This design comes from an exercise in tuning for small area and a short achievable clock period on the open sky130 flow, not from production work.
At most, simulation tests tie the RTL to the original design; equivalence was not proved.
Power and IR drop assume default switching activity.

## before
Design IEEE754_AdderSubtract, start of the top module:
module IEEE754_AdderSubtract
(
	input clock,
	input resetn,
	input [31:0] a,
	input [31:0] b,
	output [31:0] y
);
	wire [7:0]  ea = a[30:23];
	wire [7:0]  eb = b[30:23];
	wire [7:0]  d;                               
	wire        ge;                              
	bk_add #(8) u_dba (eb, ~ea, 1'b1, d, ge);
	wire        big = ge ? (|d[7:5]) : (~&d[7:5] | (d == 8'he0));
	reg         v1, sg1, sub1, ge1, big1;
	reg  [7:0]  eg1;
	reg  [4:0]  d1;
	reg  [22:0] ma1, mb1;
	always @(posedge clock) begin
		v1   <= resetn;
		sg1  <= ge ? b[31] : a[31];
		sub1 <= a[31] ^ b[31];
		ge1  <= ge;
		eg1  <= ge ? eb : ea;
		big1 <= big;
		d1   <= d[4:0];
		ma1  <= a[22:0];
		mb1  <= b[22:0];
	end
	wire [22:0] mg = ge1 ? mb1 : ma1;
	wire [23:0] mw = ge1 ? {1'b1, ma1} : {2'b01, mb1[22:1]};
	wire [4:0]  she = big1 ? {4'b1011, ge1} : (d1 ^ {5{~ge1}});
	wire [23:0] sm = mw >> she;
	wire [24:0] A = {2'b01, mg};
	wire [24:0] B = {1'b0, sm} ^ {25{sub1}};
	wire [24:0] p = A ^ B;
	wire [24:0] gc;                              
	wire [24:0] pc;                              
	wire        co;
	bk_prefix #(25, 16) u_pre (A & B, p, gc, pc, co);
	wire        neg = sub1 & ~co;
	wire [24:0] r = p ^ (gc | (pc & {25{co}})) ^ {25{neg}};
	wire        s = sg1 ^ neg;
	wire [4:0]  c;                               
	wire        nz;                              
	lzc32 u_lzc ({r, 7'b0}, c, nz);
  ...
Size in the first run: about 1,300 cells after synthesis, about 100 flip-flops, about 98 I/O pins, roughly 0.0081 sq mm of cells after synthesis.
export LEC_CHECK = 0
export ABC_AREA = 1
export CAP_MARGIN = 20
export CORE_MARGIN = 2
export CORE_UTILIZATION = 60
export CTS_BUF_LIST = sky130_fd_sc_hd__clkbuf_8
export GPL_TIMING_DRIVEN = 0
export SLEW_MARGIN = 20
export TNS_END_PERCENT = 10
create_clock -name core_clock -period 22.0 [get_ports {clock}]
standard.sh (not shown) runs the stock make flow with config.mk's settings and CLKGATE_MAP_FILE= SYNTH_SCRIPT=/design/flow/synth_recipe.tcl, a recipe that flattens the netlist after the stock synthesis.
==> flow/flow/run.sh <==
#!/bin/bash
# The standard layout, with two changes to how it is made:
#  - the smallest plain buffer (buf_1) as the port buffer on every input and output;
#  - repair_timing aims for 15.3 ns of setup slack (the clock and constraints are unchanged).
set -euo pipefail
bash standard.sh finish "BUFFER_PORTS_ARGS=-buffer_cell sky130_fd_sc_hd__buf_1" SETUP_SLACK_MARGIN=15.3 > standard_flow.log 2>&1
before ended with every stage complete and zero timing, DRC or antenna violations.
The following lists how after was set up differently from before:
Settings: a deleted TNS_END_PERCENT that had been 10; a change of GPL_TIMING_DRIVEN from 0 to 1.
[summary]
Summary of after over before: clock skew increased 12 ps; first-pass GRT wire length shrank by 4.6%; final worst-path setup slack went up 12 ps.

== the previous run ==
Another version of the RTL of IEEE754_AdderSubtract (not shown whole).
For scale: ~1400 cells after synthesis, about 98 I/O pins.
Settings: LEC_CHECK=0, ABC_AREA=1, CAP_MARGIN=20, CORE_MARGIN=2, CORE_UTILIZATION=60, CTS_BUF_LIST=sky130_fd_sc_hd__clkbuf_8, GPL_TIMING_DRIVEN=0, SLEW_MARGIN=20; clock period 22.0 ns.
==> flow/flow/run.sh <==
#!/bin/bash
# The standard layout, with two changes to how it is made:
#  - the smallest plain buffer (buf_1) as the port buffer on every input and output;
#  - repair_timing aims for 15.8 ns of setup slack (the clock and constraints are unchanged).
set -euo pipefail
bash standard.sh finish "BUFFER_PORTS_ARGS=-buffer_cell sky130_fd_sc_hd__buf_1" SETUP_SLACK_MARGIN=15.8 > standard_flow.log 2>&1
The previous run went all the way through the flow, and no timing, DRC or antenna check failed.
#### Input delta (the current run over the previous run)
==> flow/flow/run.sh <==
#!/bin/bash
# The standard layout, with two changes to how it is made:
#  - the smallest plain buffer (buf_1) as the port buffer on every input and output;
#  - repair_timing aims for 15.5 ns of setup slack (the clock and constraints are unchanged).
set -euo pipefail
bash standard.sh finish "BUFFER_PORTS_ARGS=-buffer_cell sky130_fd_sc_hd__buf_1" SETUP_SLACK_MARGIN=15.5 > standard_flow.log 2>&1
### Flow results
- Diff the previous run -> the current run | shortest clock period the worst path allows after layout | increase of 120 ps
- Diff the previous run and the current run: number of post-CTS setup repair buffers lower in the current run
- Taking the previous run as the reference, in the current run sequential group power about even; global routing usage summed across all routing layers fell 0.24 points; core utilization fell 1.2 points; wire length fell about 1.6%.
No functional check of the RTL was part of any run of this note.

v27:
IEEE754_AdderSubtract, a different RTL version from the one above (not shown whole).
For scale: about 8100 sq um of cells after synthesis.
==> flow/design.v (excerpt) <==
module IEEE754_AdderSubtract
(
	input clock,
	input resetn,
	input [31:0] a,
	input [31:0] b,
	output [31:0] y
);
	wire [7:0]  ea = a[30:23];
	wire [7:0]  eb = b[30:23];
	wire [7:0]  d;                               
	wire        ge;                              
	bk_add #(8) u_dba (eb, ~ea, 1'b1, d, ge);
	wire        big = ge ? (|d[7:5]) : (~&d[7:5] | (d == 8'he0));
	reg         v1, sg1, sub1, ge1, big1;
	reg  [7:0]  eg1;
	reg  [4:0]  d1;
	reg  [22:0] ma1, mb1;
	always @(posedge clock) begin
		v1   <= resetn;
		sg1  <= ge ? b[31] : a[31];
		sub1 <= a[31] ^ b[31];
		ge1  <= ge;
		eg1  <= ge ? eb : ea;
		big1 <= big;
		d1   <= d[4:0];
		ma1  <= a[22:0];
		mb1  <= b[22:0];
	end
	wire [22:0] mg = ge1 ? mb1 : ma1;
	wire [23:0] mw = ge1 ? {1'b1, ma1} : {2'b01, mb1[22:1]};
	wire [4:0]  she = big1 ? {4'b1011, ge1} : (d1 ^ {5{~ge1}});
	wire [23:0] sm = mw >> she;
	wire [24:0] A = {2'b01, mg};
	wire [24:0] B = {1'b0, sm} ^ {25{sub1}};
	wire [24:0] p = A ^ B;
	wire [24:0] gc;                              
	wire [24:0] pc;                              
	wire        co;
	bk_prefix #(25, 16) u_pre (A & B, p, gc, pc, co);
	wire        neg = sub1 & ~co;
	wire [24:0] r = p ^ (gc | (pc & {25{co}})) ^ {25{neg}};
	wire        s = sg1 ^ neg;
	wire [4:0]  c;                               
	wire        nz;                              
	lzc32 u_lzc ({r, 7'b0}, c, nz);
	wire [24:0] n1 = c[4] ? {r[8:0], 16'b0} : r;
	wire [24:0] n2 = c[3] ? {n1[16:0], 8'b0} : n1;
	wire [24:0] n3 = c[2] ? {n2[20:0], 4'b0} : n2;
	wire [24:0] n4 = c[0] ? {n3[23:0], 1'b0} : n3;
	wire [7:0]  egp;
	bk_add #(8) u_inc (eg1, 8'd0, 1'b1, egp, );
	reg         s2, k2;
	reg  [7:0]  egp2;
	reg  [4:0]  nlz2;                            
  ...
clock: 22.0 ns
lec_check: 0
abc_area: 1
cap_margin: 20
core_margin: 2
core_utilization: 60
cts_buf_list: sky130_fd_sc_hd__clkbuf_8
gpl_timing_driven: 0
slew_margin: 20
==> flow/flow/run.sh <==
#!/bin/bash
# The standard layout, with two changes to how it is made:
#  - the smallest plain buffer (buf_1) as the port buffer on every input and output;
#  - repair_timing aims for 15.3 ns of setup slack (the clock and constraints are unchanged).
set -euo pipefail
bash standard.sh finish "BUFFER_PORTS_ARGS=-buffer_cell sky130_fd_sc_hd__buf_1" SETUP_SLACK_MARGIN=15.3 > standard_flow.log 2>&1
Having completed the whole flow, v27 delivered a layout that passed the timing, design-rule and antenna checks.
Inputs modified between v27 and v10:
==> flow/flow/run.sh <==
#!/bin/bash
# The standard layout, with two changes to how it is made:
#  - the smallest plain buffer (buf_1) as the port buffer on every input and output;
#  - repair_timing aims for 15.6 ns of setup slack (the clock and constraints are unchanged).
set -euo pipefail
bash standard.sh finish "BUFFER_PORTS_ARGS=-buffer_cell sky130_fd_sc_hd__buf_1" SETUP_SLACK_MARGIN=15.6 > standard_flow.log 2>&1
### Flow results
Looking only at register-to-register slack, and setting everything else aside, the lower value of v27 and v10 goes to v27.
Compared with v27, in v10 number of fill cells fell about 2%; routed wire length has increased; post-layout net count held steady.
A last element of the critical path of y[27] is what v10 shows, while sg1 belongs to v27.
Between v27 and v10, the worst setup slack is higher for v10.
Setup changes, v10 to v13
Settings: CORE_UTILIZATION now 50, was 60.
==> flow/flow/run.sh <==
#!/bin/bash
# The standard layout, with two changes to how it is made:
#  - the smallest plain buffer (buf_1) as the port buffer on every input and output;
#  - repair_timing aims for 15.5 ns of setup slack (the clock and constraints are unchanged).
set -euo pipefail
bash standard.sh finish "BUFFER_PORTS_ARGS=-buffer_cell sky130_fd_sc_hd__buf_1" SETUP_SLACK_MARGIN=15.5 > standard_flow.log 2>&1
- The flip-flop and latch count of v13 and that of v10 are within noise of each other.
- Of the two candidates, v10 has the worse hold slack and v13 the better one.
- [v13] routed length per placed instance fell 0.049 um relative to v10
- Diff v10 -> v13: met1 wire length picked up an extra about 8%, fmax shows a reduction of 0.77%, least setup slack across all paths after layout now sits lower, sequential share of layout area barely changed, share of the core filled with cells now sits lower.
- Summary: first-pass GRT wire length, v13 worse than v10
- Diff v10 -> v13: non-clock buffer count +2; number of buffers added on ports has remained practically unchanged.
Edits applied to the flow inputs when going from v13 to v46:
Settings: CORE_UTILIZATION now 60, was 50.
Findings:
v46 ends up with higher fmax than v13 does. Lower number of non-clock inverters in the layout among v13 and v46: v46. v46 ended with more pin count of the biggest net entering global routing than v13. v46: flow completed, timing, DRC and antenna clean. Relative to v13, net load switching power decreased by 0.41% in v46.

RTL: one of the versions met above, not the one the previous note started from.
For scale: ~1300 cells after synthesis, about 100 flip-flops, ~98 I/O pins, roughly 0.0081 mm^2 of cells after synthesis.
export LEC_CHECK = 0
export ABC_AREA = 1
export CAP_MARGIN = 20
export CORE_MARGIN = 2
export CORE_UTILIZATION = 60
export CTS_BUF_LIST = sky130_fd_sc_hd__clkbuf_8
export GPL_TIMING_DRIVEN = 0
export SLEW_MARGIN = 20
create_clock -name core_clock -period 22.0 [get_ports {clock}]
==> flow/flow/run.sh <==
#!/bin/bash
# The standard layout, with two changes to how it is made:
#  - the smallest plain buffer (buf_1) as the port buffer on every input and output;
#  - repair_timing aims for 15.1 ns of setup slack (the clock and constraints are unchanged).
set -euo pipefail
bash standard.sh finish "BUFFER_PORTS_ARGS=-buffer_cell sky130_fd_sc_hd__buf_1" SETUP_SLACK_MARGIN=15.1 > standard_flow.log 2>&1
Next try:
==> flow/flow/run.sh (replaced) <==
#!/bin/bash
# The standard layout, with two changes to how it is made:
#  - the smallest plain buffer (buf_1) as the port buffer on every input and output;
#  - repair_timing aims for 15.5 ns of setup slack (the clock and constraints are unchanged).
set -euo pipefail
bash standard.sh finish "BUFFER_PORTS_ARGS=-buffer_cell sky130_fd_sc_hd__buf_1" SETUP_SLACK_MARGIN=15.5 > standard_flow.log 2>&1
The new run produced a clean layout.
Final area climbs by 2.4%.
Worst hold slack gets better by 32 ps.
Synthesized area does not change.
Die area is unchanged.

## 03-02
Another version of the RTL of IEEE754_AdderSubtract (not shown whole).
Size in the first run: ~1,400 cells after synthesis, roughly 100 flip-flops, roughly 98 I/O pins, roughly 8200 sq um of cells after synthesis.
clock: 22.0 ns
lec_check: 0
abc_area: 1
cap_margin: 20
core_margin: 2
core_utilization: 60
cts_buf_list: sky130_fd_sc_hd__clkbuf_8
gpl_timing_driven: 0
slew_margin: 20
==> flow/flow/run.sh <==
#!/bin/bash
# The standard layout, with two changes to how it is made:
#  - the smallest plain buffer (buf_1) as the port buffer on every input and output;
#  - repair_timing aims for 15.9 ns of setup slack (the clock and constraints are unchanged).
set -euo pipefail
bash standard.sh finish "BUFFER_PORTS_ARGS=-buffer_cell sky130_fd_sc_hd__buf_1" SETUP_SLACK_MARGIN=15.9 > standard_flow.log 2>&1
03-02: full flow OK, the timing, design-rule and antenna checks passed
[inputs] 06-04 vs 03-02
==> flow/flow/run.sh <==
#!/bin/bash
# The standard layout, with two changes to how it is made:
#  - the smallest plain buffer (buf_1) as the port buffer on every input and output;
#  - repair_timing aims for 15.5 ns of setup slack (the clock and constraints are unchanged).
set -euo pipefail
bash standard.sh finish "BUFFER_PORTS_ARGS=-buffer_cell sky130_fd_sc_hd__buf_1" SETUP_SLACK_MARGIN=15.5 > standard_flow.log 2>&1
==> run summary <==
Going from 03-02 to 06-04, met2 wire length shrinks by 5.1%.
Summary: smallest setup slack after layout, 06-04 worse than 03-02
03-02 reports its critical path startpoint as nlz2[1] while 06-04 reports egp2[2].
In 06-04 the buffer share of cell area turned out 1.2 points lower than in 03-02.
Leakage power of the design (lower): 06-04
03-02 → 06-04: total power down 2.8%, non-clock buffer count -6.5%, tapcell count flat, utilization went down 1.8 points.
Compared with 03-02, in 06-04 area added between synthesis and finish decreased 2.9 points; cell area decreased about 2.6%.
Function was not checked in any run of this note: the RTL went through the layout flow alone.

The RTL this note starts from:
==> flow/design.v <==
module IEEE754_AdderSubtract
(
	input clock,
	input resetn,
	input [31:0] a,
	input [31:0] b,
	output [31:0] y
);
	wire [7:0]  ea = a[30:23];
	wire [7:0]  eb = b[30:23];
	wire [7:0]  dba, dab;
	wire        ge;                              
	bk_add #(8) u_dba (eb, ~ea, 1'b1, dba, ge);
	bk_add #(8) u_dab (ea, ~eb, 1'b1, dab, );
	wire [7:0]  sh = ge ? dba : dab;
	reg         v1, sg1, sub1, ge1, big1;
	reg  [7:0]  eg1;
	reg  [4:0]  sh1;
	reg  [22:0] ma1, mb1;
	always @(posedge clock) begin
		v1   <= resetn;
		sg1  <= ge ? b[31] : a[31];
		sub1 <= a[31] ^ b[31];
		ge1  <= ge;
		eg1  <= ge ? eb : ea;
		big1 <= |sh[7:5];
		sh1  <= sh[4:0];
		ma1  <= a[22:0];
		mb1  <= b[22:0];
	end
	wire [22:0] mg = ge1 ? mb1 : ma1;
	wire [22:0] mw = ge1 ? ma1 : mb1;
	wire [4:0]  she = big1 ? 5'd23 : sh1;
	wire [23:0] sm = {1'b1, mw} >> she;
	wire [24:0] A = {2'b01, mg};
	wire [24:0] B = {1'b0, sm} ^ {25{sub1}};
	wire [24:0] p = A ^ B;
	wire [24:0] gc;                              
	wire [24:0] pc;                              
	wire        co;
	bk_prefix #(25, 16) u_pre (A & B, p, gc, pc, co);
	wire        neg = sub1 & ~co;
	wire [24:0] r = p ^ (gc | (pc & {25{co}})) ^ {25{neg}};
	wire        s = sg1 ^ neg;
	wire [4:0]  c;                               
	wire        nz;                              
	lzc32 u_lzc ({r, 7'b0}, c, nz);
	wire [24:0] n1 = c[4] ? {r[8:0], 16'b0} : r;
	wire [24:0] n2 = c[3] ? {n1[16:0], 8'b0} : n1;
	wire [24:0] n3 = c[2] ? {n2[20:0], 4'b0} : n2;
	wire [24:0] n4 = c[0] ? {n3[23:0], 1'b0} : n3;
	wire [7:0]  egp;
	bk_add #(8) u_inc (eg1, 8'd0, 1'b1, egp, );
	reg         s2;
	reg  [7:0]  egp2;
	reg  [4:0]  lz2;
	reg  [23:0] n42;
	always @(posedge clock) begin
		if (!resetn || !v1) begin
			s2   <= 1'b0;
			egp2 <= 8'd0;
			lz2  <= 5'd0;
			n42  <= 24'd0;
		end else begin
			s2   <= s;
			egp2 <= egp;
			lz2  <= {c[4:2], c[1] & nz, c[0]};   
			n42  <= n4[23:0];
		end
	end
	wire [23:0] n5 = lz2[1] ? {n42[21:0], 2'b0} : n42;
	wire [2:0]  ehd;
	wire [4:0]  elo;
	wire        nb;                              
	bk_add #(3, 2) u_dec (egp2[7:5], 3'b111, 1'b0, ehd, );
	bk_add #(5) u_exp (egp2[4:0], ~lz2, 1'b1, elo, nb);
	assign y = {s2, nb ? egp2[7:5] : ehd, elo, n5[23:1]};
endmodule
module bk_prefix #(parameter N = 8, parameter TOPD = 4)
(
	input  [N-1:0] g,
	input  [N-1:0] p,
	output [N-1:0] gc,
	output [N-1:0] pc,
	output         co
);
	reg [N-1:0] G, P, Gn, Pn;
	integer i, d;
	always @(*) begin
		G = g;
		P = p;
		for (d = 1; d < N; d = d * 2) begin
			Gn = G; Pn = P;
			for (i = 2*d-1; i < N; i = i + 2*d) begin
				Gn[i] = G[i] | (P[i] & G[i-d]);
				Pn[i] = P[i] & P[i-d];
			end
			G = Gn; P = Pn;
		end
		for (d = TOPD; d >= 1; d = d / 2) begin
			Gn = G; Pn = P;
			for (i = 3*d-1; i < N; i = i + 2*d) begin
				Gn[i] = G[i] | (P[i] & G[i-d]);
				Pn[i] = P[i] & P[i-d];
			end
			G = Gn; P = Pn;
		end
	end
	assign gc = {G[N-2:0], 1'b0};
	assign pc = {P[N-2:0], 1'b1};
	assign co = G[N-1];
endmodule
module bk_add #(parameter N = 8, parameter TOPD = 4)
(
	input  [N-1:0] x,
	input  [N-1:0] y,
	input          ci,
	output [N-1:0] s,
	output         co
);
	wire [N-1:0] p = x ^ y;
	wire [N-1:0] gc, pc;
	wire         c;
	bk_prefix #(N, TOPD) u_pre (x & y, p, gc, pc, c);
	assign s  = p ^ (gc | (pc & {N{ci}}));
	assign co = c | (&p & ci);
endmodule
module lzc32
(
	input  [31:0] x,
	output [4:0]  c,
	output        v
);
	wire [3:0] ch, cl;
	wire       vh, vl;
	lzc16 u_h (x[31:16], ch, vh);
	lzc16 u_l (x[15:0],  cl, vl);
	assign v = vh | vl;
	assign c = vh ? {1'b0, ch} : {1'b1, cl};
endmodule
module lzc16
(
	input  [15:0] x,
	output [3:0]  c,
	output        v
);
	wire [2:0] ch, cl;
	wire       vh, vl;
	lzc8 u_h (x[15:8], ch, vh);
	lzc8 u_l (x[7:0],  cl, vl);
	assign v = vh | vl;
	assign c = vh ? {1'b0, ch} : {1'b1, cl};
endmodule
module lzc8
(
	input  [7:0] x,
	output [2:0] c,
	output       v
);
	wire [1:0] ch, cl;
	wire       vh, vl;
	lzc4 u_h (x[7:4], ch, vh);
	lzc4 u_l (x[3:0], cl, vl);
	assign v = vh | vl;
	assign c = vh ? {1'b0, ch} : {1'b1, cl};
endmodule
module lzc4
(
	input  [3:0] x,
	output [1:0] c,
	output       v
);
	assign v = |x;
	assign c[1] = ~(x[3] | x[2]);
	assign c[0] = ~(x[3] | (~x[2] & x[1]));
endmodule
clock: 22.0 ns
lec_check: 0
abc_area: 1
cap_margin: 20
core_margin: 2
core_utilization: 70
cts_buf_list: sky130_fd_sc_hd__clkbuf_8
gpl_timing_driven: 0
slew_margin: 20
==> flow/flow/run.sh <==
#!/bin/bash
# The standard layout, with two changes to how it is made:
#  - the smallest plain buffer (buf_1) as the port buffer on every input and output;
#  - repair_timing aims for 15.3 ns of setup slack (the clock and constraints are unchanged).
set -euo pipefail
bash standard.sh finish "BUFFER_PORTS_ARGS=-buffer_cell sky130_fd_sc_hd__buf_1" SETUP_SLACK_MARGIN=15.3 > standard_flow.log 2>&1
Rerun with:
--- a/flow/config.mk
+++ b/flow/config.mk
@@ -11 +11 @@
-export CORE_UTILIZATION = 70
+export CORE_UTILIZATION = 60
Result:
- via count decreases by 6.4%
- first-iteration DRC count goes down by 40%
- final cell count came out higher by 2.2%
- hold slack got worse by 0.015 ns
Rerun with:
==> flow/flow/run.sh (replaced) <==
#!/bin/bash
# The standard layout, with two changes to how it is made:
#  - the smallest plain buffer (buf_1) as the port buffer on every input and output;
#  - repair_timing aims for 15.5 ns of setup slack (the clock and constraints are unchanged).
set -euo pipefail
bash standard.sh finish "BUFFER_PORTS_ARGS=-buffer_cell sky130_fd_sc_hd__buf_1" SETUP_SLACK_MARGIN=15.5 > standard_flow.log 2>&1
Outcome:
- The changed run completed without violations
- sequential share of layout area is lower by 0.58 points
- wire length is higher by about 2.3%
- combinational power is higher by about 3%
- worst hold slack got worse by 0.023 ns
- global-route usage is higher by 0.76 points
- final area is higher by about 2.6%
Function was not checked in any run of this note: the RTL went through the layout flow alone.

-- re-timing with driven ports --
The flow's constraints put no driver on any port. The routed layouts listed below were extracted and timed again, unchanged, in two steps.
Step 1 assumes that a clkbuf_16 drives the clock port and a buf_2 every other input.
Step 2 adds t to the input delays and takes it off the output delays; t is the mean of the earliest and latest rising clock arrival at the registers after step 1. Input paths then give back, and output paths get back, about the clock's delay inside the block.
a / b / c = ideal / step 1 / step 2; a / b = the first two.
run | t, ns | slack for setup (ns) | hold slack, ns | slew at the worst register clock pin (ns)
before | 0.418 | 15.422 / 15.383 / 15.149 | 0.440 / 0.440 / 0.440 | 0.10 / 0.10
after | 0.425 | 15.435 / 15.399 / 15.116 | 0.448 / 0.448 / 0.448 | 0.11 / 0.11
the previous run | 0.432 | 15.772 / 15.733 / 15.879 | 0.512 / 0.512 / 0.512 | 0.12 / 0.12
the current run | 0.433 | 15.652 / 15.613 / 15.918 | 0.522 / 0.522 / 0.522 | 0.12 / 0.12
v27 | 0.418 | 15.586 / 15.551 / 15.185 | 0.442 / 0.442 / 0.442 | 0.10 / 0.10
v10 | 0.411 | 15.687 / 15.648 / 15.316 | 0.429 / 0.429 / 0.429 | 0.10 / 0.10
v13 | 0.416 | 15.638 / 15.598 / 15.311 | 0.435 / 0.435 / 0.435 | 0.10 / 0.10
v46 | 0.407 | 15.705 / 15.668 / 15.342 | 0.427 / 0.427 / 0.427 | 0.10 / 0.10
the first run of note 4 | 0.416 | 15.265 / 15.227 / 15.142 | 0.440 / 0.440 / 0.440 | 0.10 / 0.10
the second run of note 4 | 0.421 | 15.457 / 15.418 / 15.268 | 0.472 / 0.472 / 0.472 | 0.11 / 0.11
03-02 | 0.423 | 15.776 / 15.731 / 15.637 | 0.434 / 0.434 / 0.434 | 0.11 / 0.11
06-04 | 0.421 | 15.629 / 15.588 / 15.415 | 0.443 / 0.443 / 0.443 | 0.10 / 0.10
the first run of note 6 | 0.446 | 15.338 / 15.303 / 14.911 | 0.465 / 0.465 / 0.465 | 0.12 / 0.12
the second run of note 6 | 0.414 | 15.418 / 15.380 / 15.035 | 0.449 / 0.449 / 0.449 | 0.10 / 0.10
the third run of note 6 | 0.421 | 15.472 / 15.430 / 15.074 | 0.426 / 0.426 / 0.426 | 0.10 / 0.10
After both steps every run listed still meets setup and hold. The setup slack of the first run of note 6, which loses most, moves by -0.035 ns with the drivers and by -0.427 ns with both steps.
